From an optimization exercise on the open Yosys and OpenROAD flow, aimed at small area; shortcuts taken in it are not production practice. RTL that was checked went through simulation tests only; none was proved equivalent to the original. Only the layout flow was run in runs 1, 3 and 4; the RTL was not checked for function there. Power is estimated from default activity; no workload was simulated.

**design/flow/design.v**
```verilog
module KeyBoard_detection(
    input clk,
    input rst,
    input ps2_clk,
    input ps2_data,
    output reg [7:0] sh,
    output reg [1:0] prv,
    output reg pend);
reg ps2_clk_r1, ps2_clk_r2;
reg [3:0] ps2_clk_cnt;
wire ps2_clk_neg = ~ps2_clk_r1 & ps2_clk_r2;
always @(posedge clk) begin
    if(rst) begin
        ps2_clk_r1 <= 1'b1;
        ps2_clk_r2 <= 1'b1;
        ps2_clk_cnt <= 4'd0;
        sh <= 8'd0;
        prv <= 2'd0;
        pend <= 1'b0;
    end else begin
        ps2_clk_r1 <= ps2_clk;
        ps2_clk_r2 <= ps2_clk_r1;
        pend <= ps2_clk_neg && (ps2_clk_cnt == 4'd9);
        if(pend)
            prv <= (sh == 8'hF0) ? 2'd1 : (sh > 8'hF0) ? 2'd2 : 2'd0;
        if(ps2_clk_neg) begin
            if(ps2_clk_cnt >= 4'd10)
                ps2_clk_cnt <= 4'd0;
            else
                ps2_clk_cnt <= ps2_clk_cnt + 4'd1;
            if((ps2_clk_cnt >= 4'd1) && (ps2_clk_cnt <= 4'd8))
                sh <= {ps2_data, sh[7:1]};
        end
    end
end
endmodule
module KeyBoard_TOP(
    input clk,
    input rst,
    input por,
    input ps2_clk, ps2_data,
    output reg A_left_key_press,
    output reg A_right_key_press,
    output reg A_up_key_press,
    output reg A_down_key_press,
    output A_fire);
wire [7:0] sh;
wire [1:0] prv;
wire pend;
KeyBoard_detection KD(clk, rst, ps2_clk, ps2_data, sh, prv, pend);
reg afire, afire_r1, afire_r2;
wire set = pend & (prv == 2'd0);
wire clr = pend & (prv == 2'd1);
always @(posedge clk) begin
    if(por) begin
        A_up_key_press <= 1'b0;
        A_right_key_press <= 1'b0;
        A_down_key_press <= 1'b0;
        A_left_key_press <= 1'b0;
        afire <= 1'b0;
        afire_r1 <= 1'b0;
        afire_r2 <= 1'b0;
    end else begin
        if(sh == 8'h1D) begin if(set) A_up_key_press <= 1'b1; else if(clr) A_up_key_press <= 1'b0; end
        if(sh == 8'h23) begin if(set) A_right_key_press <= 1'b1; else if(clr) A_right_key_press <= 1'b0; end
        if(sh == 8'h1B) begin if(set) A_down_key_press <= 1'b1; else if(clr) A_down_key_press <= 1'b0; end
        if(sh == 8'h1C) begin if(set) A_left_key_press <= 1'b1; else if(clr) A_left_key_press <= 1'b0; end
        if(sh == 8'h29) begin if(set) afire <= 1'b1; else if(clr) afire <= 1'b0; end
        afire_r1 <= afire;
        afire_r2 <= afire_r1;
    end
end
assign A_fire = afire_r1 & ~afire_r2;
endmodule
module jitter_clr(
    input clk, por,
    input button,
    output reg p);
    reg [22:0] M;
    reg c;
    wire rs = por | ~button;
    wire clean = c & M[1];
    wire g = rs | clean;
    always @(posedge clk) begin
        M[0] <= ~g & ~(M[22] ^ M[17]);
        M[1] <= ~rs & (clean | ~M[0]);
        M[22:2] <= {21{~g}} & ~M[21:1];
        c <= ~rs & (c | (M == 23'h3fffff));
        p <= ~por & c & M[2];
    end
endmodule
module button_control(
    input clk, rst,
    input button_up, button_down, button_right, button_left, button_shoot,
    output up, down, right, left, shoot,
    output [7:0] led);
jitter_clr J0(clk, rst, button_up, up);
jitter_clr J1(clk, rst, button_down, down);
jitter_clr J2(clk, rst, button_right, right);
jitter_clr J3(clk, rst, button_left, left);
jitter_clr J4(clk, rst, button_shoot, shoot);
reg [4:0] l;
always @(posedge clk) begin
    if(rst)
        l <= 5'b11111;
    else
        l <= l ^ {up, down, left, right, shoot};
end
assign led = {3'b111, l};
endmodule
module ROM_ssegment(
    input [3:0] a,
    output reg [7:0] spo);
always @(*) begin
    case(a)
        4'h0: spo = 8'b1100_0000;
        4'h1: spo = 8'b1111_1001;
        4'h2: spo = 8'b1010_0100;
        4'h3: spo = 8'b1011_0000;
        4'h4: spo = 8'b1001_1001;
        4'h5: spo = 8'b1001_0010;
        4'h6: spo = 8'b1000_0010;
        4'h7: spo = 8'b1111_1000;
        4'h8: spo = 8'b1000_0000;
        4'h9: spo = 8'b1001_0000;
        4'ha: spo = 8'b1000_1000;
        4'hb: spo = 8'b1000_0011;
        4'hc: spo = 8'b1100_0110;
        4'hd: spo = 8'b1010_0001;
        4'he: spo = 8'b1000_0110;
        default: spo = 8'b1000_1110;
    endcase
end
endmodule
module ssegment(
    input clk, por,
    input [2:0] hited,
    input [3:0] hit,
    input hinc, hdinc,
    output [7:0] SSEG_AN, SSEG_CA);
    reg [16:0] M;
    reg a, sel, blank;
    reg [3:0] d;
    wire [7:0] w;
always @(posedge clk) begin
    if(por) begin
        M <= 17'd0;
        a <= 1'b0;
    end else begin
        M <= {~M[15:0], ~(M[16] ^ M[13])};
        if(M == 17'd0) a <= ~a;
    end
    blank <= por;
    sel <= a;
    d <= a ? (hit - {3'd0, hinc}) : (4'd3 - {1'b0, hited} + {3'd0, hdinc});
end
ROM_ssegment R0(d, w);
assign SSEG_CA = blank ? 8'hff : w;
assign SSEG_AN = {5'b11111, blank | sel, 1'b1, blank | ~sel};
endmodule
module enemy_position(
    input clk, rst, vs_neg,
    output [10:0] enemy_x, enemy_y);
reg [8:0] ex;
reg dir;  
reg [8:0] ex1;
reg c;
integer i;
always @(*) begin
    c = vs_neg & dir;
    for(i = 0; i < 9; i = i + 1) begin
        ex1[i] = ex[i] ^ (vs_neg & ~dir) ^ c;
        c = (ex[i] & (vs_neg & ~dir)) | (c & (ex[i] ^ (vs_neg & ~dir)));
    end
end
wire at_right = ex[8] & ex[7] & ex[6] & ex[5];                    
wire at_left = ~ex[8] & ~ex[7] & ~ex[6] &
               (~ex[5] | (~ex[4] & ~ex[3] & ~ex[2] & ~(ex[1] & ex[0])));  
always @(posedge clk) begin
    if(rst) begin
        ex <= 9'd32;
        dir <= 1'b1;
    end else begin
        ex <= ex1;
        if(dir) begin
            if(at_right) dir <= 1'b0;
        end else begin
            if(at_left) dir <= 1'b1;
        end
    end
end
assign enemy_x = {1'b0, ex, 1'b0};
assign enemy_y = 11'd64;
endmodule
module enemy_bullet_position(
    input clk, rst, por, vs_neg,
    input [8:0] ex,
    input play,
    input [9:0] my_plane_x, my_plane_y,
    output reg [2:0] hited,
    output hdinc_next,
    output [10:0] enemy_bullet_x, enemy_bullet_y,
    output reg have_enemy_bullet_now);
function automatic [9:0] sub10(input [9:0] a, input [9:0] b);
    integer i; reg c; reg [9:0] nb;
    begin
        nb = ~b;
        c = 1'b1;
        for(i = 0; i < 10; i = i + 1) begin
            sub10[i] = a[i] ^ nb[i] ^ c;
            c = (a[i] & nb[i]) | (c & (a[i] ^ nb[i]));
        end
    end
endfunction
reg [8:0] bx, by;
wire [10:0] ebx = {1'b0, bx, 1'b0};
wire [10:0] eby = {1'b0, by, 1'b0};
wire [9:0] dx = sub10({1'b0, my_plane_x[9:1]}, {1'b0, bx});
wire [9:0] dy = sub10({1'b0, my_plane_y[9:1]}, {1'b0, by});
wire inx = dx[9] ? (dx[8:0] >= (my_plane_x[0] ? 9'd475 : 9'd476)) : (dx[8:0] <= 9'd36);
wire iny = dy[9] ? (dy[8:0] >= 9'd472) : ((dy[8:0] < 9'd40) | ((dy[8:0] == 9'd40) & ~my_plane_y[0]));
wire hitc = inx && iny && have_enemy_bullet_now && play;
assign hdinc_next = ~rst & hitc;
reg [8:0] by3;
reg [9:0] cy;
integer j;
always @(*) begin
    by3[0] = ~by[0];
    by3[1] = ~(by[1] ^ by[0]);
    cy[2] = by[1] | by[0];
    for(j = 2; j < 9; j = j + 1) begin
        by3[j] = by[j] ^ cy[j];
        cy[j+1] = by[j] & cy[j];
    end
end
wire respawn = by[8] & (by[7] | (by[6] & by[5] & by[4] & by[3]));  
wire [2:0] hited1 = {hited[2] ^ (hited[1] & hited[0]), hited[1] ^ hited[0], ~hited[0]};
always @(posedge clk) begin
    if(por) begin
        bx <= 9'd32;
        by <= 9'd72;
        have_enemy_bullet_now <= 1'b1;
        hited <= 3'd0;
    end else if(rst) begin
        bx <= 9'd32;
        by <= 9'd72;
        hited <= 3'd0;
    end else begin
        if(respawn) begin
            bx <= ex;
            by <= 9'd72;
            have_enemy_bullet_now <= 1'b1;
        end else if(vs_neg && ~hited[2] && ~(hited[1] & hited[0]))
            by <= by3;
        if(hitc) begin
            have_enemy_bullet_now <= 1'b0;
            hited <= hited1;
        end
    end
end
assign enemy_bullet_x = ebx;
assign enemy_bullet_y = eby;
endmodule
module move_counter(
    input clk, por, rs,
    output reg e);
reg [18:0] M;
wire match = (M == 19'h332a9);
wire [18:0] nx = {~M[17:0], M[18] ^ M[17] ^ M[16] ^ M[13]};
always @(posedge clk) begin
    if(rs)
        M <= 19'd0;
    else if(match)
        M <= 19'h332ab;
    else
        M <= {nx[18:3], nx[2] | e, nx[1:0]};
    e <= ~por & match;
end
endmodule
module my_plane_control(
    input clk, rst, por,
    input up, down, right, left,
    input vs_neg,
    output reg [9:0] my_plane_x, my_plane_y);
reg [9:0] nx, ny;
wire eu, ed, er, el;
move_counter CU(clk, por, rst | ~up, eu);
move_counter CD(clk, por, rst | ~down, ed);
move_counter CR(clk, por, rst | ~right, er);
move_counter CL(clk, por, rst | ~left, el);
function automatic gt10(input [9:0] a, input [9:0] b);  
    integer i; reg c;
    begin
        c = 1'b0;
        for(i = 0; i < 10; i = i + 1)
            c = (a[i] & ~b[i]) | (c & ~(a[i] ^ b[i]));
        gt10 = c;
    end
endfunction
wire yinc = ed & gt10(10'd703, ny);
wire ydec = eu & gt10(ny, 10'd193);
wire xdec = el & gt10(nx, 10'd65);
wire xinc = er & gt10(10'd959, nx);
function automatic [9:0] step10(input [9:0] n, input inc, input dec);
    integer i; reg c;
    begin
        c = inc;
        for(i = 0; i < 10; i = i + 1) begin
            step10[i] = n[i] ^ dec ^ c;
            c = (n[i] & dec) | (c & (n[i] ^ dec));
        end
    end
endfunction
wire [9:0] ny1 = step10(ny, yinc, ydec & ~yinc);
wire [9:0] nx1 = step10(nx, xinc & ~xdec, xdec);
always @(posedge clk) begin
    if(rst) begin
        nx <= 10'd400;
        ny <= 10'd512;
        my_plane_x <= 10'd400;
        my_plane_y <= 10'd512;
    end else begin
        ny <= ny1;
        nx <= nx1;
        if(vs_neg) begin
            my_plane_x <= nx;
            my_plane_y <= ny;
        end
    end
end
endmodule
module my_bullet_control(
    input clk, rst,
    input shoot,
    input vs_neg,
    input [9:0] my_plane_x, my_plane_y,
    input [8:0] ex, ebx,
    output reg [9:0] my_bullet_x, my_bullet_y,
    output reg [3:0] hit,
    output reg hinc,
    output reg have_bullet_now);
function automatic [10:0] add11(input [10:0] a, input [10:0] b);
    integer i; reg c;
    begin
        c = 1'b0;
        for(i = 0; i < 11; i = i + 1) begin
            add11[i] = a[i] ^ b[i] ^ c;
            c = (a[i] & b[i]) | (c & (a[i] ^ b[i]));
        end
    end
endfunction
function automatic ge11(input [10:0] a, input [10:0] b);  
    integer i; reg c;
    begin
        c = 1'b1;
        for(i = 0; i < 11; i = i + 1)
            c = (a[i] & ~b[i]) | (c & ~(a[i] ^ b[i]));
        ge11 = c;
    end
endfunction
function automatic [9:0] sub10(input [9:0] a, input [9:0] b);
    integer i; reg c; reg [9:0] nb;
    begin
        nb = ~b;
        c = 1'b1;
        for(i = 0; i < 10; i = i + 1) begin
            sub10[i] = a[i] ^ nb[i] ^ c;
            c = (a[i] & nb[i]) | (c & (a[i] ^ nb[i]));
        end
    end
endfunction
reg hn;
reg [9:0] bnx, bny;
wire [10:0] sy = add11({1'b0, my_plane_y}, 11'h7a0);    
wire [9:0] start_y = sy[9:0];
wire [10:0] dy = add11({1'b0, bny}, 11'h7fa);           
wire on_screen = ~ge11(11'd35, {1'b0, bny});             
wire [9:0] de = sub10({1'b0, ex}, {1'b0, bnx[9:1]});
wire [9:0] db = sub10({1'b0, ebx}, {1'b0, bnx[9:1]});
wire ine = de[9] ? ((de[8:0] > 9'd472) | ((de[8:0] == 9'd472) & ~bnx[0])) : (de[8:0] <= 9'd40);
wire inb = db[9] ? (db[8:0] >= 9'd500) : (db[8:0] <= (bnx[0] ? 9'd13 : 9'd12));
wire hit_enemy = ge11(11'd160, {1'b0, bny}) && ine && hn;
wire hit_bullet = inb && hn;
wire fire = shoot && !hn;
wire [3:0] hit1 = {hit[3] ^ (hit[2] & hit[1] & hit[0]), hit[2] ^ (hit[1] & hit[0]), hit[1] ^ hit[0], ~hit[0]};
always @(posedge clk) begin
    if(rst) begin
        bnx <= my_plane_x;
        bny <= start_y;
        hn <= 1'b0;
        hit <= 4'd0;
        hinc <= 1'b0;
        have_bullet_now <= 1'b0;
        my_bullet_x <= my_plane_x;
        my_bullet_y <= start_y;
    end else begin
        hinc <= 1'b0;
        if(fire) begin
            bnx <= my_plane_x;
            bny <= start_y;
            hn <= 1'b1;
        end else if(vs_neg) begin
            if(on_screen)
                bny <= dy[9:0];
            else begin
                hn <= 1'b0;
                bnx <= my_plane_x;
                bny <= start_y;
            end
            if(hit_enemy) begin
                hn <= 1'b0;
                hit <= hit1;
                hinc <= 1'b1;
            end
            if(hit_bullet)
                hn <= 1'b0;
        end
        if(vs_neg) begin
            have_bullet_now <= hn;
            my_bullet_x <= bnx;
            my_bullet_y <= bny;
        end
    end
end
endmodule
module plane_game_logic(
    input clk, rst,
    input button_left, button_shoot, button_right, button_up, button_down,
    input ps2_clk,ps2_data,
    input vs_neg,
    output [7:0] SSEG_CA, SSEG_AN,
    output [7:0] led,
    output reg play,
    output [3:0] hited,
    output [10:0] my_plane_x, my_plane_y,
    output [10:0] my_bullet_x, my_bullet_y,
    output have_bullet_now,
    output [10:0] enemy_x, enemy_y,
    output [10:0] enemy_bullet_x, enemy_bullet_y,
    output have_enemy_bullet_now);
wire up, down, left, right, shoot;
wire [3:0] hit;
wire hinc;
reg hdinc;
wire hdinc_next;
wire A_left_key_press, A_right_key_press, A_up_key_press, A_down_key_press;
wire A_fire;
wire game_rst = rst | shoot;
always @(posedge clk) begin
    if(game_rst) play <= 1'b0;
    else if(up) play <= 1'b1;
    hdinc <= hdinc_next;
end
wire [9:0] mpx, mpy, mbx, mby;
wire [2:0] hd;
wire [8:0] ex = enemy_x[9:1];
wire [8:0] ebx = enemy_bullet_x[9:1];
enemy_position M3(
    .vs_neg (vs_neg),
    .clk    (clk),
    .rst    (game_rst),
    .enemy_x(enemy_x),
    .enemy_y(enemy_y));
enemy_bullet_position M5(
    .vs_neg (vs_neg),
    .clk    (clk),
    .rst    (game_rst),
    .por    (rst),
    .ex     (ex),
    .play   (play),
    .my_plane_x (mpx),
    .my_plane_y (mpy),
    .hited  (hd),
    .hdinc_next (hdinc_next),
    .enemy_bullet_x (enemy_bullet_x),
    .enemy_bullet_y (enemy_bullet_y),
    .have_enemy_bullet_now (have_enemy_bullet_now));
button_control M8(
    .clk    (clk),
    .rst    (rst),
    .button_down  (button_down),
    .button_left  (button_left),
    .button_right (button_right),
    .button_up    (button_up),
    .button_shoot (button_shoot),
    .down   (down),
    .left   (left),
    .up     (up),
    .right  (right),
    .shoot  (shoot),
    .led    (led));
my_plane_control M9(
    .clk    (clk),
    .rst    (game_rst),
    .por    (rst),
    .up     (A_up_key_press),
    .down   (A_down_key_press),
    .right  (A_right_key_press),
    .left   (A_left_key_press),
    .vs_neg (vs_neg),
    .my_plane_x (mpx),
    .my_plane_y (mpy));
my_bullet_control M10(
    .clk    (clk),
    .rst    (game_rst),
    .shoot  (A_fire),
    .vs_neg (vs_neg),
    .my_plane_x (mpx),
    .my_plane_y (mpy),
    .ex     (ex),
    .ebx    (ebx),
    .my_bullet_x (mbx),
    .my_bullet_y (mby),
    .hit    (hit),
    .hinc   (hinc),
    .have_bullet_now (have_bullet_now));
ssegment M11(
    .clk    (clk),
    .por    (rst),
    .hited  (hd),
    .hit    (hit),
    .hinc   (hinc),
    .hdinc  (hdinc),
    .SSEG_CA (SSEG_CA),
    .SSEG_AN (SSEG_AN));
KeyBoard_TOP M12(
    .clk    (clk),
    .rst    (game_rst),
    .por    (rst),
    .ps2_clk  (ps2_clk),
    .ps2_data (ps2_data),
    .A_left_key_press  (A_left_key_press),
    .A_right_key_press (A_right_key_press),
    .A_up_key_press    (A_up_key_press),
    .A_down_key_press  (A_down_key_press),
    .A_fire (A_fire));
assign hited = {1'b0, hd};
assign my_plane_x = {1'b0, mpx};
assign my_plane_y = {1'b0, mpy};
assign my_bullet_x = {1'b0, mbx};
assign my_bullet_y = {1'b0, mby};
endmodule
```
**design/flow/flow/run.sh**
```bash
#!/bin/bash
# Own layout flow: the standard ORFS flow (standard.sh, unchanged
# synthesis), with smaller port buffers and a clock tree built from small
# clock buffers without dummy loads.
set -euo pipefail
export BUFFER_PORTS_ARGS="-buffer_cell sky130_fd_sc_hd__buf_1"
export CTS_ARGS="-sink_clustering_enable -repair_clock_nets -dont_use_dummy_load -buf_list sky130_fd_sc_hd__clkbuf_4 -root_buf sky130_fd_sc_hd__clkbuf_8 -sink_clustering_size 10 -sink_clustering_max_diameter 40"
bash standard.sh > flow_make.log 2>&1
```
**design/flow/standard.sh**
```bash
#!/bin/bash
# synth_recipe.tcl (not shown) runs the flow's synth.tcl, then flattens the netlist and writes it again
# the make line also repeats each setting of config.mk as NAME=value (left out here)
make -C /OpenROAD-flow-scripts/flow DESIGN_CONFIG=/design/flow/config.mk WORK_HOME=/design/flow/orfs CLKGATE_MAP_FILE= SYNTH_SCRIPT=/design/flow/synth_recipe.tcl "${@:-finish}"
```
**design/flow/config.mk**
```make
export PLATFORM = sky130hd
export DESIGN_NAME = plane_game_logic
export DESIGN_NICKNAME = plane_game_logic
export VERILOG_FILES = /design/flow/design.v
export SDC_FILE = /design/flow/constraint.sdc
export NUM_CORES = 4
export LEC_CHECK = 0
export CAP_MARGIN = 20
export CORE_MARGIN = 2
export CORE_UTILIZATION = 40
export PLACE_DENSITY = 0.6
export SLEW_MARGIN = 20
```
**design/flow/constraint.sdc**
```tcl
create_clock -name core_clock -period 10.0 [get_ports {clk}]
set_input_delay 2.0000 -clock core_clock [delete_from_list [all_inputs] [get_ports {clk}]]
set_output_delay 2.0000 -clock core_clock [all_outputs]
set_load 0.01 [all_outputs]
```
==> impl_metrics.json, run 1 <==
{
  "hp-start": "M8.J4.M[16]$_DFF_P_",
  "holdPathStages": 1,
  "cts_buffer_depth": 3,
  "vias": 9637,
  "place_area_mm2": 0.0155,
  "syn_area_mm2": 0.0148,
  "crit_fanout": 5,
  "layout.cells.non_filler": 1988,
  "io_buffers": 96,
  "htreeDepth": 2,
  "cts_tree": "built",
  "synthSimpleGateAreaFrac": 0.179,
  "dr.pass1.iters": 5,
  "async_flop_share": 0,
  "io_pins": 129,
  "max_slew_margin": 0.261,
  "rr_endpoint": "M5.hited[2]$_SDFFE_PP0P_",
  "final_core_util": 0.437,
  "clock.fmax_ghz": 0.181,
  "max_cap_viol_count": 0,
  "ctsResizeCount": 0,
  "synth_top_family_by_area": "simple AND/OR/NAND/NOR gates",
  "setup_ws_ns": 4.49,
  "initial_utilization": 0.405,
  "place_ws_ns": 3.84,
  "synthMuxAreaShare": 0.0362,
  "antenna_found_initial": 0,
  "final.min_clock_period_ns": 5.51,
  "cts_setup_buffers": 0,
  "power_density_mw_per_mm2": 158,
  "synth_edf_count": 40,
  "drc": 0,
  "ys_warn_count": 12,
  "final_common_cell": "dfxtp_1",
  "syn2layout_area_growth_pct": 8.01,
  "drt-initial-drc-count": 312,
  "synth_cells": 1405,
  "clkSlewWorstSetupHoldPaths_ns": 0.10,
  "yosysSeqAreaShare": 0.546,
  "grt_max_degree": 81,
  "cts_buffers": 57,
  "synth_xor_area_frac": 0.0220,
  "num_antenna_cells": 0,
  "gp_congestion": 0.764,
  "dieArea_mm2": 0.0384,
  "final_cell_mix": "342 x dfxtp_1, 282 x nor2_1, 94 x buf_1",
  "cp.arrival_ns": 5.98,
  "setup_viol": 0,
  "finalSetupTns_ns": 0,
  "critPathLaunchType": "flop",
  "synthAdderAreaFrac": 0.113,
  "dpl.cell_count": 1931,
  "status": "no timing/DRC/antenna violations",
  "grt_pass1_wl_mm": 46.9,
  "crit_path_end_kind": "flop",
  "dp.final_hpwl_mm": 19.9,
  "grt_pass1_vias": 9631,
  "synthDistinctLibCells": 76,
  "clock_sinks": 382,
  "grt_usage": 0.150,
  "regArea_mm2": 0.00805,
  "timing.rr.start": "M9.my_plane_x[1]$_SDFFE_PN0P_",
  "required_ns": 10.47,
  "r2r_setup_slack_ns": 4.49,
  "wirelength_mm": 28.5,
  "reg2regPathDepth": 18,
  "layout.nets": 1632,
  "final_area_mm2": 0.0159,
  "worstSkewPairLatency_ns": 0.61,
  "period_share": 0.551,
  "ant_nets": 0,
  "min_to": "M8.J4.M[17]$_DFF_P_",
  "rows": 70,
  "core_mm2": 0.0364,
  "fp.dieH_um": 196,
  "synth-main-ff-cell": "dfxtp_1",
  "die_w_um": 196,
  "rsz0062_at_grt": "no",
  "drv_slew": 0,
  "synth-compound-area-share": 0.0572,
  "wl_per_cell_um": 14.3,
  "worst_pin_slew_ns": 1.11,
  "overflow": 0,
  "drive_gt1_frac": 0.0592,
  "synth_seq_cells": 382,
  "leakagePower_nw": 6.62,
  "multiInputGateArea_mm2": 0.00615,
  "avgSynthCellArea_um2": 10.5,
  "root_buffer": "clkbuf_8",
  "hold_viol": 0,
  "min_path_type": "flop to flop",
  "crit_start": "M9.my_plane_x[1]$_SDFFE_PN0P_",
  "skew_ns": 0.0652,
  "path_class": "flop to flop",
  "cts_hold_buf": 0,
  "viasPerCell": 4.85,
  "nFillCells": 3490,
  "vdd_drop_max_mv": 0.0796
}
[cells by family after synthesis]
kind of cell,count (synthesis)
xor+xnor,37
other cells,2
compound gates,129
fa+ha+maj,100
simple gates,552
mux,53
flops,382
buf+inv,150
[metal layers]
metal,global-route usage,wire (µm),up-vias
li1,-,-,4830
met1,0.194,13400,4552
met2,0.246,13000,188
met3,0.0313,1290,67
met4,0.0631,843,0
met5,0,0,-
[state kept, by name (all words and copies together), names as in the netlist, 17 cells and up]
name     flops
M9.CU.M     19
M9.CR.M     19
M8.J1.M     23
M9.CL.M     19
M9.CD.M     19
M8.J4.M     23
M8.J2.M     23
M8.J3.M     23
M8.J0.M     23
M11.M       17
[worst max-delay path: stages (launching register included)]
cell and delay, ns:
dfxtp_1 0.38, inv_1 0.09, ha_1 0.14, inv_1 0.04, fa_1 0.39, fa_1 0.40, fa_1 0.39, fa_1 0.38
fa_1 0.39, fa_1 0.36, inv_1 0.08, fa_1 0.17, inv_1 0.05, fa_1 0.44, or3b_1 0.39, a2111oi_2 0.42
o211ai_1 0.26, or4_1 0.44, a21oi_1 0.15
[synth_stat cells (3+ instances only)]
cell type / number / area, µm²
or4_1: 5 / 37.5
or3_1: 11 / 68.8
clkbuf_1: 36 / 135
and2_1: 24 / 150
inv_1: 75 / 282
a21o_1: 3 / 22.5
mux2i_1: 50 / 500
nand2_1: 77 / 289
edfxtp_1: 40 / 1200
nand2b_1: 21 / 131
and3_1: 4 / 25.0
fa_1: 56 / 1120
xnor2_1: 29 / 254
nor4_1: 15 / 93.8
ha_1: 44 / 551
nand3b_1: 3 / 22.5
nor4b_1: 7 / 61.3
a21oi_1: 53 / 265
nor2b_1: 8 / 50.1
nor3_1: 7 / 35.0
nand4_1: 30 / 188
o211ai_1: 4 / 30.0
nand3_1: 17 / 85.1
xor2_1: 8 / 70.1
nand4bb_1: 3 / 33.8
dfxtp_1: 342 / 6850
o21ai_0: 31 / 155
nor3b_1: 3 / 22.5
nor2_1: 283 / 1060
buf_1: 6 / 22.5
or2_2: 10 / 62.6
buf_4: 32 / 240
nand4b_1: 11 / 96.3
[power breakdown]
group / internal (W) / switching [W]
logic: 0.0000428 / 0.0000767
clock network: 0.000285 / 0.000483
registers: 0.00160 / 0.0000288
total: 0.00192 / 0.000589
[layout make-up]
cell class	instances	area share
sequential	382	0.505
multi-input combinational	903	0.386
tap	468	0.0367
clock buffer	57	0.0288
timing repair buffer	103	0.0261
inverter	75	0.0177
[through the flow]
stage	total power (W)	hold WS, ns
after global placement	0.00178	0.391
after global routing	0.00264	0.358
after detailed placement	0.00178	0.396
after floorplan	0.00175	0.329
final	0.00251	0.354
after CTS	0.00256	0.358
[worst max path at each step]
stage                                           to  slack (ns)  cells after the start
final                     M5.hited[2]$_SDFFE_PP0P_        4.49                     18
after global routing      M5.hited[2]$_SDFFE_PP0P_        4.21                     18
after CTS                 M5.hited[2]$_SDFFE_PP0P_        4.47                     18
after detailed placement       M3.ex[8]$_SDFF_PN0_        3.84                     13
after global placement         M3.ex[8]$_SDFF_PN0_        3.92                     13
after floorplan                M3.ex[8]$_SDFF_PN0_        4.29                     12
==> run 2: changes to the inputs <==
--- a/design/flow/design.v
+++ b/design/flow/design.v
@@ -111,25 +111,13 @@
 module ROM_ssegment(
     input [3:0] a,
-    output reg [7:0] spo);
-always @(*) begin
-    case(a)
-        4'h0: spo = 8'b1100_0000;
-        4'h1: spo = 8'b1111_1001;
-        4'h2: spo = 8'b1010_0100;
-        4'h3: spo = 8'b1011_0000;
-        4'h4: spo = 8'b1001_1001;
-        4'h5: spo = 8'b1001_0010;
-        4'h6: spo = 8'b1000_0010;
-        4'h7: spo = 8'b1111_1000;
-        4'h8: spo = 8'b1000_0000;
-        4'h9: spo = 8'b1001_0000;
-        4'ha: spo = 8'b1000_1000;
-        4'hb: spo = 8'b1000_0011;
-        4'hc: spo = 8'b1100_0110;
-        4'hd: spo = 8'b1010_0001;
-        4'he: spo = 8'b1000_0110;
-        default: spo = 8'b1000_1110;
-    endcase
-end
+    output [7:0] spo);
+wire [15:0] seg0 = 16'b0010100000010010;
+wire [15:0] seg1 = 16'b1101100001100000;
+wire [15:0] seg2 = 16'b1101000000000100;
+wire [15:0] seg3 = 16'b1000010010010010;
+wire [15:0] seg4 = 16'b0000001010111010;
+wire [15:0] seg5 = 16'b0010000010001110;
+wire [15:0] seg6 = 16'b0001000010000011;
+assign spo = {1'b1, seg6[a], seg5[a], seg4[a], seg3[a], seg2[a], seg1[a], seg0[a]};
 endmodule
 module ssegment(
==> design/flow/flow/run.sh (replaced) <==
#!/bin/bash
# Own layout flow: the standard ORFS flow (standard.sh, unchanged
# synthesis), with smaller port buffers and a clock tree built from small
# clock buffers without dummy loads.
set -euo pipefail
export BUFFER_PORTS_ARGS="-buffer_cell sky130_fd_sc_hd__buf_1"
export CTS_ARGS="-sink_clustering_enable -repair_clock_nets -dont_use_dummy_load -buf_list sky130_fd_sc_hd__clkbuf_8 -root_buf sky130_fd_sc_hd__clkbuf_8 -sink_clustering_size 18 -sink_clustering_max_diameter 50"
bash standard.sh > flow_make.log 2>&1
==> run 2 against run 1 <==
  * Global-route usage down 0.30 points
  * Final cell count down 1.1%
  * Critical path depth down 1
  * Critical path type unchanged
==> impl_metrics.json, run 2 <==
{
  "status": "no timing/DRC/antenna violations",
  "drive_gt1_frac": 0.0441,
  "root_buffer": "clkbuf_8",
  "cts_buffer_depth": 3,
  "multiInputGateArea_mm2": 0.00606,
  "avgSynthCellArea_um2": 10.4,
  "finalSetupTns_ns": 0,
  "gp_congestion": 0.756,
  "skew_ns": 0.0490,
  "rsz0062_at_grt": "no",
  "power_density_mw_per_mm2": 160,
  "core_mm2": 0.0363,
  "grt_max_degree": 78,
  "worst_pin_slew_ns": 1.00,
  "yosysMostFrequentCell": "dfxtp_1",
  "wl_met3_mm": 1.00,
  "io_pins": 129,
  "path_class": "flop to flop",
  "synth_cells": 1406,
  "dieArea_mm2": 0.0381,
  "yosysTopAreaCellShare": 0.464,
  "crit_start": "M9.ny[4]$_SDFF_PN0_",
  "drt-initial-drc-count": 479,
  "wirelength_mm": 27.8,
  "io_buffers": 96,
  "cts_setup_buffers": 0,
  "critPathLaunchType": "flop",
  "cts_tree": "built",
  "dpl.cell_count": 1929,
  "wl_met1_mm": 13.0,
  "ctsResizeCount": 0,
  "layout.cells.non_filler": 1966,
  "timing.rr.start": "M9.ny[4]$_SDFF_PN0_",
  "leakagePower_nw": 6.54,
  "dr.pass1.iters": 5,
  "vias": 9498,
  "worstSkewPairLatency_ns": 0.55,
  "layout.nets": 1609,
  "vdd_drop_max_mv": 0.0934,
  "overflow": 0,
  "synth_area_leaders": "dfxtp_1 46%, edfxtp_1 8.2%, fa_1 7.7%",
  "netlist_top_cells_count": "339 x dfxtp_1, 295 x nor2_1, 78 x inv_1",
  "nFillCells": 3510,
  "drc": 0,
  "reg2regPathDepth": 17,
  "grt_usage": 0.147,
  "cpPeakStageDelay_ns": 0.80,
  "rows": 70,
  "drv_slew": 0,
  "clock_sinks": 379,
  "critPathBufInv": 0,
  "period_share": 0.572,
  "grt_pass1_wl_mm": 46.4,
  "max_slew_margin": 0.325,
  "cts_buffers": 37,
  "setup_viol": 0,
  "grt_pass1_vias": 9404,
  "ant_nets": 0,
  "max_cap_viol_count": 0,
  "yosysSeqAreaShare": 0.546,
  "ys_warn_count": 11,
  "viasPerCell": 4.83,
  "cp.arrival_ns": 6.11,
  "path_cells": "nand4_1 -> nor2_1 -> o41ai_1 -> nor3_4 -> ha_1 -> a21o_1 -> fa_1 -> fa_1 -> fa_1 -> fa_1 -> fa_1 -> fa_1 -> fa_1 -> fa_1 -> xnor2_1 -> o311a_1 -> a21oi_1",
  "wl_met2_mm": 13.2,
  "crit_path_end_kind": "flop",
  "fp.dieH_um": 195,
  "synthDistinctLibCells": 70,
  "path_delay_family": "adder cells",
  "async_flop_share": 0,
  "antenna_found_initial": 0,
  "crit_path_top_delay_cell": "o41ai_1",
  "holdPathStages": 1,
  "yosys.area.top_type": "dfxtp_1",
  "cts_hold_buf": 0,
  "place_area_mm2": 0.0153,
  "maxUsedRoutingLayer": "met4",
  "required_ns": 10.40,
  "crit_fanout": 10,
  "synth_seq_cells": 379,
  "clock.fmax_ghz": 0.175,
  "regArea_mm2": 0.00799,
  "final_cell_mix": "339 x dfxtp_1, 294 x nor2_1, 94 x buf_1",
  "min_path_type": "flop to flop",
  "synth_edf_count": 40,
  "syn_area_mm2": 0.0146,
  "final.min_clock_period_ns": 5.72,
  "dp.final_hpwl_mm": 19.6,
  "htreeDepth": 2,
  "hp-start": "M8.J4.M[15]$_DFF_P_",
  "final_area_mm2": 0.0159,
  "wl_per_cell_um": 14.2,
  "cp.depth": 17,
  "die_w_um": 195,
  "num_antenna_cells": 0,
  "clkSlewWorstSetupHoldPaths_ns": 0.10,
  "critPathMostFrequentCell": "fa_1",
  "synth-main-ff-cell": "dfxtp_1",
  "initial_utilization": 0.402,
  "hold_viol": 0,
  "final_common_cell": "dfxtp_1",
  "syn2layout_area_growth_pct": 8.40
}
## run 2: cell count changes in the layout (fill, tap and decap cells not counted), sizes merged, moves of 5 or more
cell,change
clkbuf,-20
nor2,+13
mux2i,-7
o21ai,-6
or2,-6
a21oi,+5
## run 2: cell type report
type	count	area share
flip-flops and latches	379	0.504
inverters	78	0.0185
multi-input cells	901	0.382
clock buffers	37	0.0321
repair buffers	103	0.0262
well taps	468	0.0369
## run 2: power breakdown
| group | internal, W | switching, W | total [W] |
|---|---|---|---|
| sequential | 0.00158 | 0.0000288 | 0.00161 |
| clock | 0.000331 | 0.000474 | 0.000805 |
| combinational | 0.0000420 | 0.0000772 | 0.000119 |
| total | 0.00196 | 0.000580 | 0.00254 |
## run 2: path summary, 6_finish.rpt
kind,endpoint,slack (ns)
setup reg to reg,M9.ny[9]$_SDFF_PN1_,4.28
hold reg to reg,M8.J4.M[16]$_DFF_P_,0.36
hold / removal,M8.J4.M[16]$_DFF_P_,0.36
setup / recovery,M9.ny[9]$_SDFF_PN1_,4.28
## run 2: cell families (layout without fill, tap and decap cells)
group / after synthesis / in the layout / synth area share
AND/OR/NAND/NOR: 557 / 557 / 0.181
other: 2 / 32 / 0.000513
AO/OA/AOI/OAI: 128 / 128 / 0.0551
multiplexers: 46 / 46 / 0.0325
XOR/XNOR: 39 / 39 / 0.0234
flip-flops: 379 / 379 / 0.546
adder cells (fa/ha/maj): 99 / 99 / 0.113
buffers and inverters: 156 / 218 / 0.0483
## run 2: per-layer routing
metal  up-vias  track usage
met2       149        0.253
met4         0       0.0413
met1      4536        0.193
li1       4762            -
met3        51       0.0238
met5         -            0
## run 2: per-stage QoR
step | utilization | worst slack, ns | hold WS [ns] | power [W]
after floorplan | - | 4.27 | 0.329 | 0.00174
after global placement | 0.422 | 3.93 | 0.390 | 0.00176
after detailed placement | 0.422 | 3.87 | 0.399 | 0.00177
after CTS | 0.436 | 4.28 | 0.356 | 0.00258
after global routing | 0.436 | 4.00 | 0.380 | 0.00265
final | 0.436 | 4.28 | 0.359 | 0.00254
==> run 3: changes to the inputs <==
--- a/design/flow/design.v
+++ b/design/flow/design.v
@@ -112,12 +112,12 @@
     input [3:0] a,
     output [7:0] spo);
-wire [15:0] seg0 = 16'b0010100000010010;
-wire [15:0] seg1 = 16'b1101100001100000;
-wire [15:0] seg2 = 16'b1101000000000100;
-wire [15:0] seg3 = 16'b1000010010010010;
-wire [15:0] seg4 = 16'b0000001010111010;
-wire [15:0] seg5 = 16'b0010000010001110;
-wire [15:0] seg6 = 16'b0001000010000011;
-assign spo = {1'b1, seg6[a], seg5[a], seg4[a], seg3[a], seg2[a], seg1[a], seg0[a]};
+assign spo[7] = 1'b1;
+assign spo[0] = ~((~a[0] & ~a[2]) | (~a[0] & a[3]) | (a[0] & a[2] & ~a[3]) | (~a[1] & ~a[2] & a[3]) | (a[1] & a[2]) | (a[1] & ~a[3]));
+assign spo[1] = (~a[0] & a[1] & a[2]) | (~a[0] & a[2] & a[3]) | (a[0] & ~a[1] & a[2] & ~a[3]) | (a[0] & a[1] & a[3]);
+assign spo[2] = (~a[0] & a[1] & ~a[2] & ~a[3]) | (~a[0] & a[2] & a[3]) | (a[1] & a[2] & a[3]);
+assign spo[3] = ~((~a[0] & a[1] & a[2]) | (~a[0] & ~a[2] & ~a[3]) | (a[0] & ~a[1] & a[2]) | (a[0] & a[1] & ~a[2]) | (~a[1] & a[3]));
+assign spo[4] = (a[0] & ~a[1] & ~a[2]) | (a[0] & ~a[3]) | (~a[1] & a[2] & ~a[3]);
+assign spo[5] = ~((~a[0] & ~a[1]) | (~a[0] & a[2]) | (~a[1] & a[2] & ~a[3]) | (a[1] & a[3]) | (~a[2] & a[3]));
+assign spo[6] = (~a[0] & ~a[1] & a[2] & a[3]) | (a[0] & a[1] & a[2] & ~a[3]) | (~a[1] & ~a[2] & ~a[3]);
 endmodule
 module ssegment(
==> design/flow/flow/run.sh (replaced) <==
#!/bin/bash
# Own layout flow: the standard ORFS flow (standard.sh, unchanged
# synthesis), with smaller port buffers and a clock tree built from small
# clock buffers without dummy loads.
set -euo pipefail
export BUFFER_PORTS_ARGS="-buffer_cell sky130_fd_sc_hd__buf_1"
export CTS_ARGS="-sink_clustering_enable -repair_clock_nets -dont_use_dummy_load -buf_list sky130_fd_sc_hd__clkbuf_16 -root_buf sky130_fd_sc_hd__clkbuf_16 -sink_clustering_size 36 -sink_clustering_max_diameter 70"
bash standard.sh > flow_make.log 2>&1
==> run 3 against run 2 <==
  * Routed wire length decreased by 1.5%
  * Utilization increased by 0.77 points
  * Global-route usage decreased by 0.27 points
  * Synthesized cell count increased by 0.50%
  * Still clean
  * Synthesized area decreased by 0.17%
  * Critical path depth unchanged
  * Power increased by 2.6%
  * Final cell count decreased by 0.97%
  * Highest routed layer unchanged
  * Worst hold slack improved by 0.029 ns
==> impl_metrics.json, run 3 <==
{
  "layout.nets": 1591,
  "drc": 0,
  "wl_per_cell_um": 14.1,
  "core_mm2": 0.0357,
  "wl_met3_um": 953,
  "cp.arrival_ns": 6.13,
  "r2r_setup_slack_ns": 4.26,
  "hp-start": "M8.J1.M[7]$_DFF_P_",
  "ant_nets": 0,
  "yosys.area.top_type": "dfxtp_1",
  "required_ns": 10.39,
  "grt_max_degree": 79,
  "min_to": "M8.J1.M[8]$_DFF_P_",
  "htreeDepth": 1,
  "final_cell_mix": "339 x dfxtp_1, 290 x nor2_1, 94 x buf_1",
  "leakagePower_nw": 6.57,
  "netlist_top_cells_count": "339 x dfxtp_1, 291 x nor2_1, 79 x inv_1",
  "finalSetupTns_ns": 0,
  "final.min_clock_period_ns": 5.74,
  "status": "no timing/DRC/antenna violations",
  "root_buffer": "clkbuf_16",
  "worst_pin_slew_ns": 1.00,
  "rows": 69,
  "min_path_type": "flop to flop",
  "critPathLaunchType": "flop",
  "vdd_drop_max_mv": 0.141,
  "synth_area_leaders": "dfxtp_1 46%, edfxtp_1 8.2%, fa_1 7.7%",
  "max_slew_margin": 0.323,
  "syn2layout_area_growth_pct": 8.67,
  "reg2regPathDepth": 17,
  "comb_power_share": 0.046,
  "dieArea_mm2": 0.0380,
  "cts_buffers": 23,
  "grt_pass1_wl_mm": 46.4,
  "drive_gt1_frac": 0.0330,
  "crit_fanout": 10,
  "crit_path_end_kind": "flop",
  "yosysSeqAreaShare": 0.547,
  "rr_endpoint": "M9.ny[9]$_SDFF_PN1_",
  "dp.final_hpwl_mm": 19.5,
  "die_w_um": 195,
  "antenna_found_initial": 0,
  "drv_slew": 0,
  "avgSynthCellArea_um2": 10.3,
  "async_flop_share": 0,
  "p_sw_frac": 0.219,
  "synth_cells": 1413,
  "worstSkewPairLatency_ns": 0.54,
  "drt-initial-drc-count": 490,
  "setup_viol": 0,
  "yosysTopAreaCellShare": 0.465,
  "pwr-share-seq": 0.619,
  "ys_warn_count": 11,
  "cts_hold_buf": 0,
  "clockPowerShare": 0.335,
  "cts_buffer_depth": 3,
  "rsz0062_at_grt": "no",
  "synth-main-ff-cell": "dfxtp_1",
  "cts_tree": "built",
  "p_int_w": 0.00203,
  "path_class": "flop to flop",
  "io_buffers": 96,
  "wl_met1_mm": 13.3,
  "hold_viol": 0,
  "nFillCells": 3447,
  "clock_sinks": 379,
  "synthDistinctLibCells": 69,
  "switching_power_w": 0.000569,
  "maxUsedRoutingLayer": "met4",
  "dr.pass1.iters": 4,
  "synth_edf_count": 40,
  "ctsResizeCount": 0,
  "timing.rr.start": "M9.ny[4]$_SDFF_PN0_",
  "final_common_cell": "dfxtp_1",
  "viasPerCell": 4.88,
  "period_share": 0.574,
  "vias": 9495,
  "grt_pass1_vias": 9405,
  "gp_congestion": 0.800,
  "cts_setup_buffers": 0,
  "num_antenna_cells": 0,
  "overflow": 0,
  "yosysMostFrequentCell": "dfxtp_1",
  "io_pins": 129,
  "max_cap_viol_count": 0,
  "initial_utilization": 0.408,
  "finalPower_w": 0.00260,
  "wirelength_mm": 27.4,
  "holdPathStages": 1,
  "clock.fmax_ghz": 0.174,
  "fp.dieH_um": 195,
  "wl_met2_mm": 12.7,
  "clkSlewWorstSetupHoldPaths_ns": 0.09,
  "power_density_mw_per_mm2": 164,
  "grt_usage": 0.145,
  "syn_area_mm2": 0.0146,
  "skew_ns": 0.0233,
  "synth_seq_cells": 379
}
-- run 3: cell types whose count changed after synthesis, sizes merged, moves of 3 or more --
cell,change
nor4b,-4
nor4,+3
buf,+6
ha,-6
nor2,-5
nor3,+3
or4b,+3
o21ai,+8
-- run 3: area by class of cell --
cell class | count | area [µm²] | area share
well taps | 461 | 577 | 0.0364
multi-input cells | 903 | 6020 | 0.380
repair buffers | 102 | 408 | 0.0257
flip-flops and latches | 379 | 7990 | 0.503
clock buffers | 23 | 576 | 0.0363
inverters | 79 | 297 | 0.0187
-- run 3: per-layer routing --
metal	vias up	global-route usage
met5	-	0
met4	0	0.0317
met3	33	0.0193
met2	147	0.243
met1	4557	0.200
li1	4758	-
-- run 3: kinds of logic (layout without fill, tap and decap cells) --
kind of cell,Yosys count,after routing,share of synthesized area
xor+xnor,38,38,0.0228
simple gates,560,560,0.183
mux,45,45,0.0309
buf+inv,161,204,0.0498
compound gates,135,135,0.0570
fa+ha+maj,93,93,0.108
flops,379,379,0.547
other cells,2,32,0.000514
-- run 3: how the worst max path moves through the flow --
stage / startpoint / to / slack [ns] / cells after the start
detailed placement: vs_neg / M3.ex[8]$_SDFF_PN0_ / 3.85 / 13
global route: M9.ny[3]$_SDFF_PN0_ / M9.ny[9]$_SDFF_PN1_ / 3.91 / 17
global placement: vs_neg / M3.ex[8]$_SDFF_PN0_ / 3.96 / 13
floorplan: vs_neg / M3.ex[8]$_SDFF_PN0_ / 4.32 / 12
finish: M9.ny[4]$_SDFF_PN0_ / M9.ny[9]$_SDFF_PN1_ / 4.26 / 17
CTS: M9.ny[4]$_SDFF_PN0_ / M9.ny[9]$_SDFF_PN1_ / 4.27 / 17
-- run 3: per-stage QoR --
| step | hold WS, ns | worst slack (ns) | utilization | area, µm² | std cells |
|---|---|---|---|---|---|
| global placement | 0.389 | 3.96 | 0.428 | 15300 | 1924 |
| floorplan | 0.329 | 4.32 | - | 14700 | 1443 |
| CTS | 0.389 | 4.27 | 0.444 | 15900 | 1947 |
| global route | 0.409 | 3.91 | 0.444 | 15900 | 1947 |
| detailed placement | 0.391 | 3.85 | 0.428 | 15300 | 1924 |
| finish | 0.388 | 4.26 | 0.444 | 15900 | 1947 |
-- run 3: critical path: stages (launching register included) --
cell and delay, ns:
dfxtp_1 0.36, nand4_1 0.11, nor2_1 0.05, o41ai_1 0.80
nor3_4 0.25, ha_1 0.27, a21o_1 0.17, fa_1 0.39
fa_1 0.39, fa_1 0.39, fa_1 0.41, fa_1 0.40
fa_1 0.39, fa_1 0.39, fa_1 0.38, xnor2_1 0.21
o311a_1 0.20, a21oi_1 0.04
-- run 3: power groups by stage --
| stage | clock network, W | logic, W | registers (W) |
|---|---|---|---|
| after CTS | 0.000906 | 0.000121 | 0.00161 |
| after global routing | 0.000960 | 0.000138 | 0.00162 |
| after floorplan | 0 | 0.0000942 | 0.00164 |
| final | 0.000871 | 0.000119 | 0.00161 |
| after global placement | 0 | 0.000116 | 0.00165 |
| after detailed placement | 0 | 0.000120 | 0.00165 |
==> run 4: changes to the inputs <==
--- a/design/flow/design.v
+++ b/design/flow/design.v
@@ -124,6 +124,6 @@
     input clk, por,
     input [2:0] hited,
-    input [3:0] hit,
-    input hinc, hdinc,
+    input [3:0] score,
+    input hdinc,
     output [7:0] SSEG_AN, SSEG_CA);
     reg [16:0] M;
@@ -141,5 +141,5 @@
     blank <= por;
     sel <= a;
-    d <= a ? (hit - {3'd0, hinc}) : (4'd3 - {1'b0, hited} + {3'd0, hdinc});
+    d <= a ? score : (4'd3 - {1'b0, hited} + {3'd0, hdinc});
 end
 ROM_ssegment R0(d, w);
@@ -286,8 +286,8 @@
     end
 endfunction
-wire yinc = ed & gt10(10'd703, ny);
-wire ydec = eu & gt10(ny, 10'd193);
-wire xdec = el & gt10(nx, 10'd65);
-wire xinc = er & gt10(10'd959, nx);
+wire yinc = ed & (ny < 10'd703);
+wire ydec = eu & (ny > 10'd193);
+wire xdec = el & (nx > 10'd65);
+wire xinc = er & (nx < 10'd959);
 function automatic [9:0] step10(input [9:0] n, input inc, input dec);
     integer i; reg c;
@@ -325,5 +325,5 @@
     input [8:0] ex, ebx,
     output reg [9:0] my_bullet_x, my_bullet_y,
-    output reg [3:0] hit,
+    output reg [3:0] score,
     output reg hinc,
     output reg have_bullet_now);
@@ -363,13 +363,14 @@
 wire [9:0] start_y = sy[9:0];
 wire [10:0] dy = add11({1'b0, bny}, 11'h7fa);           
-wire on_screen = ~ge11(11'd35, {1'b0, bny});             
+wire on_screen = (bny > 10'd35);             
 wire [9:0] de = sub10({1'b0, ex}, {1'b0, bnx[9:1]});
 wire [9:0] db = sub10({1'b0, ebx}, {1'b0, bnx[9:1]});
 wire ine = de[9] ? ((de[8:0] > 9'd472) | ((de[8:0] == 9'd472) & ~bnx[0])) : (de[8:0] <= 9'd40);
 wire inb = db[9] ? (db[8:0] >= 9'd500) : (db[8:0] <= (bnx[0] ? 9'd13 : 9'd12));
-wire hit_enemy = ge11(11'd160, {1'b0, bny}) && ine && hn;
+wire hit_enemy = (bny <= 10'd160) && ine && hn;
 wire hit_bullet = inb && hn;
 wire fire = shoot && !hn;
-wire [3:0] hit1 = {hit[3] ^ (hit[2] & hit[1] & hit[0]), hit[2] ^ (hit[1] & hit[0]), hit[1] ^ hit[0], ~hit[0]};
+wire [3:0] hit = {score[3] ^ (hinc & score[2] & score[1] & score[0]), score[2] ^ (hinc & score[1] & score[0]),
+                  score[1] ^ (hinc & score[0]), score[0] ^ hinc};
 always @(posedge clk) begin
     if(rst) begin
@@ -377,5 +378,5 @@
         bny <= start_y;
         hn <= 1'b0;
-        hit <= 4'd0;
+        score <= 4'd0;
         hinc <= 1'b0;
         have_bullet_now <= 1'b0;
@@ -384,4 +385,5 @@
     end else begin
         hinc <= 1'b0;
+        score <= hit;
         if(fire) begin
             bnx <= my_plane_x;
@@ -398,5 +400,4 @@
             if(hit_enemy) begin
                 hn <= 1'b0;
-                hit <= hit1;
                 hinc <= 1'b1;
             end
@@ -428,5 +429,5 @@
     output have_enemy_bullet_now);
 wire up, down, left, right, shoot;
-wire [3:0] hit;
+wire [3:0] score;
 wire hinc;
 reg hdinc;
@@ -500,5 +501,5 @@
     .my_bullet_x (mbx),
     .my_bullet_y (mby),
-    .hit    (hit),
+    .score  (score),
     .hinc   (hinc),
     .have_bullet_now (have_bullet_now));
@@ -507,6 +508,5 @@
     .por    (rst),
     .hited  (hd),
-    .hit    (hit),
-    .hinc   (hinc),
+    .score  (score),
     .hdinc  (hdinc),
     .SSEG_CA (SSEG_CA),
==> design/flow/flow/run.sh (replaced) <==
#!/bin/bash
# Own layout flow: the standard ORFS flow (standard.sh, unchanged
# synthesis), with smaller port buffers and a clock tree built from small
# clock buffers without dummy loads.
set -euo pipefail
export BUFFER_PORTS_ARGS="-buffer_cell sky130_fd_sc_hd__buf_1"
export CTS_ARGS="-sink_clustering_enable -repair_clock_nets -dont_use_dummy_load -buf_list sky130_fd_sc_hd__clkbuf_8 -root_buf sky130_fd_sc_hd__clkbuf_8 -sink_clustering_size 18 -sink_clustering_max_diameter 50"
bash standard.sh > flow_make.log 2>&1
--- a/design/flow/config.mk
+++ b/design/flow/config.mk
@@ -8,5 +8,5 @@
 export CAP_MARGIN = 20
 export CORE_MARGIN = 2
-export CORE_UTILIZATION = 40
-export PLACE_DENSITY = 0.6
+export CORE_UTILIZATION = 65
+export PLACE_DENSITY = 0.75
 export SLEW_MARGIN = 20
==> run 4 against run 3 <==
  * Global-route usage increased by 8.2 points
  * Routed wire length shrank 3.9%
  * Via count is 0.32% higher
  * Utilization rose by 26 points
  * Setup slack lost 0.24 ns
  * Maximum frequency is 4.1% lower
  * Clock power down 13%
==> impl_metrics.json, run 4 <==
{
  "final_area_mm2": 0.0154,
  "syn_area_mm2": 0.0145,
  "holdPathStages": 1,
  "dp.final_hpwl_mm": 18.5,
  "cts_hold_buf": 0,
  "io_pins": 129,
  "syn2layout_area_growth_pct": 6.41,
  "root_buffer": "clkbuf_8",
  "critPathLaunchType": "input port",
  "grt_max_degree": 79,
  "yosysSeqAreaShare": 0.552,
  "crit_fanout": 26,
  "path_cells": "clkbuf_2 -> inv_1 -> nor2_1 -> fa_1 -> fa_1 -> fa_1 -> fa_1 -> fa_1 -> fa_1 -> fa_1 -> xor2_1 -> nor2_1 -> nor3b_1",
  "synth_seq_cells": 379,
  "worst_pin_slew_ns": 1.06,
  "timing.rr.start": "M9.ny[5]$_SDFF_PN0_",
  "synthDistinctLibCells": 61,
  "skew_ns": 0.0561,
  "nFillCells": 1669,
  "fp.dieH_um": 153,
  "critPathMostFrequentCell": "fa_1",
  "cts_setup_buffers": 0,
  "leakagePower_nw": 6.37,
  "hold_viol": 0,
  "final_cell_mix": "339 x dfxtp_1, 298 x nor2_1, 94 x buf_1",
  "vdd_drop_max_mv": 0.122,
  "core_mm2": 0.0218,
  "ys_warn_count": 11,
  "cts_buffer_depth": 3,
  "crit_path_end_kind": "flop",
  "dr.pass1.iters": 5,
  "min_to": "M9.CD.M[9]$_SDFF_PP0_",
  "wl_per_cell_um": 15.0,
  "path_class": "input port to flop",
  "num_antenna_cells": 0,
  "cts_buffers": 34,
  "grt_pass1_vias": 9262,
  "synth-main-ff-cell": "dfxtp_1",
  "avgSynthCellArea_um2": 10.4,
  "synth_cells": 1392,
  "yosysTopAreaCellShare": 0.469,
  "max_slew_margin": 0.283,
  "rr_endpoint": "M9.ny[9]$_SDFF_PN1_",
  "rows": 54,
  "grt_pass1_wl_mm": 44.4,
  "synth_edf_count": 40,
  "wirelength_mm": 26.3,
  "power_density_mw_per_mm2": 161,
  "yosys.area.top_type": "dfxtp_1",
  "final_core_util": 0.705,
  "synth_area_leaders": "dfxtp_1 47%, edfxtp_1 8.3%, nor2_1 7.8%",
  "path_delay_family": "adder cells",
  "drv_slew": 0,
  "r2r_setup_slack_ns": 4.15,
  "initial_utilization": 0.663,
  "crit_path_top_delay_cell": "fa_1",
  "cpPeakStageDelay_ns": 0.47,
  "layout.nets": 1582,
  "drive_gt1_frac": 0.0365,
  "cp.arrival_ns": 6.41,
  "required_ns": 10.43,
  "critPathBufInv": 2,
  "cts_tree": "built",
  "htreeDepth": 2,
  "whs_ns": 0.370,
  "ctsResizeCount": 0,
  "period_share": 0.599,
  "gp_congestion": 0.854,
  "rsz0062_at_grt": "no",
  "place_area_mm2": 0.0149,
  "die_w_um": 153,
  "hp-start": "M9.CD.M[8]$_SDFF_PP0_",
  "ant_nets": 0,
  "clock_sinks": 379,
  "status": "no timing/DRC/antenna violations",
  "reg2regPathDepth": 17,
  "drt-initial-drc-count": 534,
  "final_common_cell": "dfxtp_1",
  "async_flop_share": 0,
  "dieArea_mm2": 0.0235,
  "yosysMostFrequentCell": "dfxtp_1",
  "antenna_found_initial": 0,
  "clkSlewWorstSetupHoldPaths_ns": 0.10,
  "vias": 9525,
  "io_buffers": 96,
  "drc": 0,
  "clock.fmax_ghz": 0.167,
  "finalPower_w": 0.00248,
  "setup_viol": 0,
  "overflow": 0,
  "max_cap_viol_count": 0,
  "worstSkewPairLatency_ns": 0.54,
  "min_path_type": "flop to flop",
  "viasPerCell": 5.42,
  "final.min_clock_period_ns": 5.99,
  "finalSetupTns_ns": 0,
  "grt_usage": 0.227,
  "netlist_top_cells_count": "339 x dfxtp_1, 299 x nor2_1, 77 x nand2_1"
}
-- run 4: cell types whose count changed in the layout (fill, tap and decap cells not counted), sizes merged, moves of 4 or more --
cell | before | now
o21ai | 36 | 32
a211oi | 3 | 7
inv | 79 | 68
nand2 | 73 | 77
nor2b | 11 | 6
clkbuf | 25 | 36
nor2 | 291 | 299
nand3b | 1 | 6
-- run 4: worst max-delay path by stage --
stage                      start                  end  cells past startpoint
final                     vs_neg  M3.ex[8]$_SDFF_PN0_                     13
after detailed placement  vs_neg  M3.ex[8]$_SDFF_PN0_                     13
after global routing      vs_neg  M3.ex[8]$_SDFF_PN0_                     13
after CTS                 vs_neg  M3.ex[8]$_SDFF_PN0_                     13
after floorplan           vs_neg  M3.ex[8]$_SDFF_PN0_                     13
after global placement    vs_neg  M3.ex[8]$_SDFF_PN0_                     13
-- run 4: cell type report --
type / count / area, µm² / area share
Sequential cell: 379 / 7990 / 0.519
Multi-Input combinational cell: 897 / 5930 / 0.385
Clock buffer: 34 / 468 / 0.0304
Timing Repair Buffer: 101 / 400 / 0.0260
Tap cell: 280 / 350 / 0.0228
Inverter: 68 / 255 / 0.0166
-- run 4: metrics by stage --
step / std cells / setup WS, ns
global placement: 1725 / 3.59
finish: 1759 / 4.01
CTS: 1759 / 4.03
floorplan: 1422 / 4.31
global route: 1759 / 3.81
detailed placement: 1725 / 3.47
-- run 4: cells by family (layout without fill, tap and decap cells) --
family,Yosys count,in the layout,share of synthesized area
flops,379,379,0.552
buf+inv,146,203,0.0469
fa+ha+maj,91,91,0.108
compound gates,134,134,0.0559
simple gates,560,560,0.184
xor+xnor,36,36,0.0218
other cells,2,32,0.000519
mux,44,44,0.0306
-- run 4: metal layers --
| layer | GRT usage | share of wire |
|---|---|---|
| met2 | 0.378 | 0.48 |
| met1 | 0.315 | 0.46 |
| met4 | 0.0556 | 0.018 |
| met3 | 0.0352 | 0.047 |
| met5 | 0 | 0 |
-- run 4: power breakdown --
part | total, W | internal [W] | switching, W
clock | 0.000754 | 0.000306 | 0.000449
sequential | 0.00161 | 0.00158 | 0.0000290
combinational | 0.000118 | 0.0000413 | 0.0000764
total | 0.00248 | 0.00193 | 0.000554
==> run 5: changes to the inputs <==
--- a/design/flow/design.v
+++ b/design/flow/design.v
@@ -210,16 +210,5 @@
 wire hitc = inx && iny && have_enemy_bullet_now && play;
 assign hdinc_next = ~rst & hitc;
-reg [8:0] by3;
-reg [9:0] cy;
-integer j;
-always @(*) begin
-    by3[0] = ~by[0];
-    by3[1] = ~(by[1] ^ by[0]);
-    cy[2] = by[1] | by[0];
-    for(j = 2; j < 9; j = j + 1) begin
-        by3[j] = by[j] ^ cy[j];
-        cy[j+1] = by[j] & cy[j];
-    end
-end
+wire [8:0] by3 = by + 9'd3;
 wire respawn = by[8] & (by[7] | (by[6] & by[5] & by[4] & by[3]));  
 wire [2:0] hited1 = {hited[2] ^ (hited[1] & hited[0]), hited[1] ^ hited[0], ~hited[0]};
@@ -277,13 +266,4 @@
 move_counter CR(clk, por, rst | ~right, er);
 move_counter CL(clk, por, rst | ~left, el);
-function automatic gt10(input [9:0] a, input [9:0] b);  
-    integer i; reg c;
-    begin
-        c = 1'b0;
-        for(i = 0; i < 10; i = i + 1)
-            c = (a[i] & ~b[i]) | (c & ~(a[i] ^ b[i]));
-        gt10 = c;
-    end
-endfunction
 wire yinc = ed & (ny < 10'd703);
 wire ydec = eu & (ny > 10'd193);
@@ -338,13 +318,4 @@
     end
 endfunction
-function automatic ge11(input [10:0] a, input [10:0] b);  
-    integer i; reg c;
-    begin
-        c = 1'b1;
-        for(i = 0; i < 11; i = i + 1)
-            c = (a[i] & ~b[i]) | (c & ~(a[i] ^ b[i]));
-        ge11 = c;
-    end
-endfunction
 function automatic [9:0] sub10(input [9:0] a, input [9:0] b);
     integer i; reg c; reg [9:0] nb;
@@ -360,8 +331,7 @@
 reg hn;
 reg [9:0] bnx, bny;
-wire [10:0] sy = add11({1'b0, my_plane_y}, 11'h7a0);    
-wire [9:0] start_y = sy[9:0];
-wire [10:0] dy = add11({1'b0, bny}, 11'h7fa);           
-wire on_screen = (bny > 10'd35);             
+wire [9:0] start_y = my_plane_y - 10'd96;
+wire [9:0] dy = bny - 10'd6;
+wire on_screen = (bny > 10'd35);
 wire [9:0] de = sub10({1'b0, ex}, {1'b0, bnx[9:1]});
 wire [9:0] db = sub10({1'b0, ebx}, {1'b0, bnx[9:1]});
==> design/flow/flow/run.sh (replaced) <==
#!/bin/bash
# Own layout flow: the standard ORFS flow (standard.sh, unchanged
# synthesis), with smaller port buffers and a clock tree built from small
# clock buffers without dummy loads.
set -euo pipefail
export BUFFER_PORTS_ARGS="-buffer_cell sky130_fd_sc_hd__buf_1"
export CTS_ARGS="-sink_clustering_enable -repair_clock_nets -dont_use_dummy_load -buf_list sky130_fd_sc_hd__clkbuf_4 -root_buf sky130_fd_sc_hd__clkbuf_8 -sink_clustering_size 12 -sink_clustering_max_diameter 40"
bash standard.sh > flow_make.log 2>&1
==> run 5 against run 4 <==
  * Still clean on timing, DRC and antenna
  * Register-to-register slack improved by 0.02 ns
  * Routed wire length is 2.0% lower
  * Final cell count rose by 0.40%
  * Largest cell class unchanged
==> impl_metrics.json, run 5 <==
{
  "cts_hold_buf": 0,
  "critPathLaunchType": "flop",
  "clock_sinks": 379,
  "syn2layout_area_growth_pct": 5.73,
  "worst_pin_slew_ns": 1.05,
  "nFillCells": 1748,
  "synth_area_leaders": "dfxtp_1 47%, edfxtp_1 8.3%, nor2_1 7.9%",
  "power_density_mw_per_mm2": 157,
  "drv_slew": 0,
  "grt_pass1_vias": 9229,
  "yosysMostFrequentCell": "dfxtp_1",
  "netlist_top_cells_count": "339 x dfxtp_1, 305 x nor2_1, 68 x nand2_1",
  "avgSynthCellArea_um2": 10.4,
  "crit_path_top_delay_cell": "o41ai_1",
  "cpPeakStageDelay_ns": 0.77,
  "path_class": "flop to flop",
  "maxUsedRoutingLayer": "met4",
  "required_ns": 10.37,
  "synthDistinctLibCells": 69,
  "antenna_found_initial": 0,
  "grt_pass1_wl_mm": 43.8,
  "finalSetupTns_ns": 0,
  "clkSlewWorstSetupHoldPaths_ns": 0.12,
  "fp.dieH_um": 153,
  "final_cell_mix": "339 x dfxtp_1, 304 x nor2_1, 94 x buf_1",
  "r2r_setup_slack_ns": 4.17,
  "leakagePower_nw": 6.25,
  "rsz0062_at_grt": "no",
  "core_mm2": 0.0218,
  "critPathMostFrequentCell": "fa_1",
  "setup_ws_ns": 4.17,
  "ys_warn_count": 11,
  "num_antenna_cells": 0,
  "regArea_mm2": 0.00799,
  "path_delay_family": "adder cells",
  "synth_seq_cells": 379,
  "wl_met1_mm": 11.9,
  "period_share": 0.583,
  "cts_tree": "built",
  "vdd_drop_max_mv": 0.113,
  "dieArea_mm2": 0.0234,
  "yosysSeqAreaShare": 0.555,
  "place_ws_ns": 3.87,
  "htreeDepth": 2,
  "dr.pass1.iters": 5,
  "grt_max_degree": 72,
  "crit_path_end_kind": "flop",
  "io_pins": 129,
  "synth-main-ff-cell": "dfxtp_1",
  "wl_per_cell_um": 14.6,
  "overflow": 0,
  "dp.final_hpwl_mm": 18.4,
  "synth_edf_count": 40,
  "setup_viol": 0,
  "async_flop_share": 0,
  "ant_nets": 0,
  "wirelength_mm": 25.8,
  "drt-initial-drc-count": 469,
  "layout.nets": 1575,
  "final_common_cell": "dfxtp_1",
  "hold_viol": 0,
  "root_buffer": "clkbuf_8",
  "synth_cells": 1387,
  "grt_usage": 0.225,
  "ctsResizeCount": 0,
  "min_to": "M9.CD.M[6]$_SDFF_PP0_",
  "drc": 0,
  "crit_fanout": 10,
  "path_cells": "nand4_1 -> nor2_1 -> o41ai_1 -> nor3_2 -> ha_1 -> a21o_1 -> fa_1 -> fa_1 -> fa_1 -> fa_1 -> fa_1 -> fa_1 -> fa_1 -> fa_1 -> xnor2_1 -> o311a_1 -> a21oi_1",
  "final_core_util": 0.700,
  "rows": 54,
  "cts_setup_buffers": 0,
  "hp-start": "M9.CD.M[5]$_SDFF_PP0_",
  "reg2regPathDepth": 17,
  "drive_gt1_frac": 0.0451,
  "viasPerCell": 5.41,
  "yosys.area.top_type": "dfxtp_1",
  "die_w_um": 153,
  "multiInputGateArea_mm2": 0.00589,
  "timing.rr.start": "M9.ny[5]$_SDFF_PN0_",
  "cts_buffer_depth": 3,
  "io_buffers": 96,
  "min_path_type": "flop to flop",
  "holdPathStages": 1,
  "wl_met3_mm": 1.46,
  "critPathBufInv": 0,
  "initial_utilization": 0.662,
  "status": "no timing/DRC/antenna violations",
  "gp_congestion": 0.790,
  "cp.arrival_ns": 6.21,
  "yosysTopAreaCellShare": 0.471,
  "worstSkewPairLatency_ns": 0.55,
  "rr_endpoint": "M9.ny[9]$_SDFF_PN1_",
  "wl_met2_mm": 12.0,
  "clock.fmax_ghz": 0.171,
  "max_cap_viol_count": 0,
  "final.min_clock_period_ns": 5.83,
  "max_slew_margin": 0.297,
  "syn_area_mm2": 0.0144,
  "vias": 9550,
  "cts_buffers": 43,
  "skew_ns": 0.0796
}
==> run 5: cell count changes after synthesis, moves of 6 or more <==
cell     before  now
nand2_1      77   68
xnor2_1      27   37
ha_1         35   21
a21oi_1      59   53
inv_1        68   60
o21ai_1       0    6
nor2_1      299  305
==> run 5: worst reg2reg max path, delay by kind of cell (launching register included) <==
family | cells | cell delay, ns
compound gates | 4 | 1.17
simple gates | 3 | 0.51
xor+xnor | 1 | 0.20
flops | 1 | 0.37
fa+ha+maj | 9 | 3.44
==> run 5: per-layer routing <==
metal | up-vias | GRT usage
met3 | 44 | 0.0499
li1 | 4760 | -
met4 | 0 | 0.0600
met1 | 4516 | 0.307
met2 | 230 | 0.366
met5 | - | 0
==> run 5: power by group <==
group          total [W]  internal [W]  switching [W]
clock           0.000661      0.000223       0.000438
combinational   0.000121     0.0000441      0.0000769
sequential       0.00162       0.00158      0.0000319
total            0.00240       0.00185       0.000546
==> run 5: kinds of logic after synthesis <==
| group | after synthesis | share of synthesized area |
|---|---|---|
| AO/OA/AOI/OAI | 132 | 0.0560 |
| XOR/XNOR | 51 | 0.0310 |
| adder cells (fa/ha/maj) | 77 | 0.0961 |
| buffers and inverters | 138 | 0.0457 |
| flip-flops | 379 | 0.555 |
| multiplexers | 40 | 0.0280 |
| other | 2 | 0.000521 |
| AND/OR/NAND/NOR | 568 | 0.188 |
==> run 5: layout make-up <==
| class | instances | share of cell area |
|---|---|---|
| Clock buffer | 43 | 0.0233 |
| Inverter | 60 | 0.0148 |
| Multi-Input combinational cell | 900 | 0.387 |
| Sequential cell | 379 | 0.525 |
| Tap cell | 280 | 0.0230 |
| Timing Repair Buffer | 104 | 0.0278 |
==> run 5: worst max path at each step <==
stage,cells after the start,end,start,slack [ns]
2_1_floorplan,13,M3.ex[8]$_SDFF_PN0_,vs_neg,4.34
3_3_place_gp,14,M3.ex[8]$_SDFF_PN0_,vs_neg,3.99
3_5_place_dp,14,M3.ex[8]$_SDFF_PN0_,vs_neg,3.87
4_1_cts,17,M9.ny[9]$_SDFF_PN1_,M9.ny[5]$_SDFF_PN0_,4.22
5_1_grt,17,M9.ny[9]$_SDFF_PN1_,M9.ny[5]$_SDFF_PN0_,3.86
6_report,17,M9.ny[9]$_SDFF_PN1_,M9.ny[5]$_SDFF_PN0_,4.17
==> run 5: stage by stage <==
step | hold slack, ns | cells | total power (W) | area (µm²)
floorplan | 0.329 | 1417 | 0.00174 | 14500
global placement | 0.391 | 1723 | 0.00177 | 14900
detailed placement | 0.394 | 1723 | 0.00177 | 14900
CTS | 0.381 | 1766 | 0.00242 | 15200
global route | 0.388 | 1766 | 0.00251 | 15200
finish | 0.382 | 1766 | 0.00240 | 15200

## re-timing with driven ports
No port has a modelled driver above. Below, the same layouts with a new extraction and two added sets of constraints.
Step 1: set_driving_cell puts a clkbuf_16 on clk and a buf_2 on each other input, an assumption about the parent block.
Step 2 also shifts input and output timing later by t, the mid clock arrival at the registers, as if the neighbouring blocks saw the same clock.
Three values: no drivers, after step 1, after step 2; two values: the first two.
| run | shift t [ns] | setup WS [ns] | hold slack, ns | clock arrival spread, ns |
|---|---|---|---|---|
| run 1 | 0.631 | 4.488 / 4.488 / 3.903 | 0.354 / 0.354 / 0.354 | 0.089 / 0.089 |
| run 2 | 0.580 | 4.285 / 4.285 / 3.902 | 0.359 / 0.359 / 0.359 | 0.065 / 0.065 |
| run 3 | 0.571 | 4.259 / 4.259 / 3.983 | 0.388 / 0.388 / 0.388 | 0.036 / 0.036 |
| run 4 | 0.555 | 4.015 / 4.037 / 3.482 | 0.370 / 0.370 / 0.370 | 0.057 / 0.058 |
| run 5 | 0.553 | 4.168 / 4.168 / 3.944 | 0.382 / 0.382 / 0.382 | 0.080 / 0.080 |
After both steps setup and hold are still met in every run listed. For run 1, which loses most, drivers alone change the setup slack by 0.000 ns; drivers and shift together by -0.585 ns.
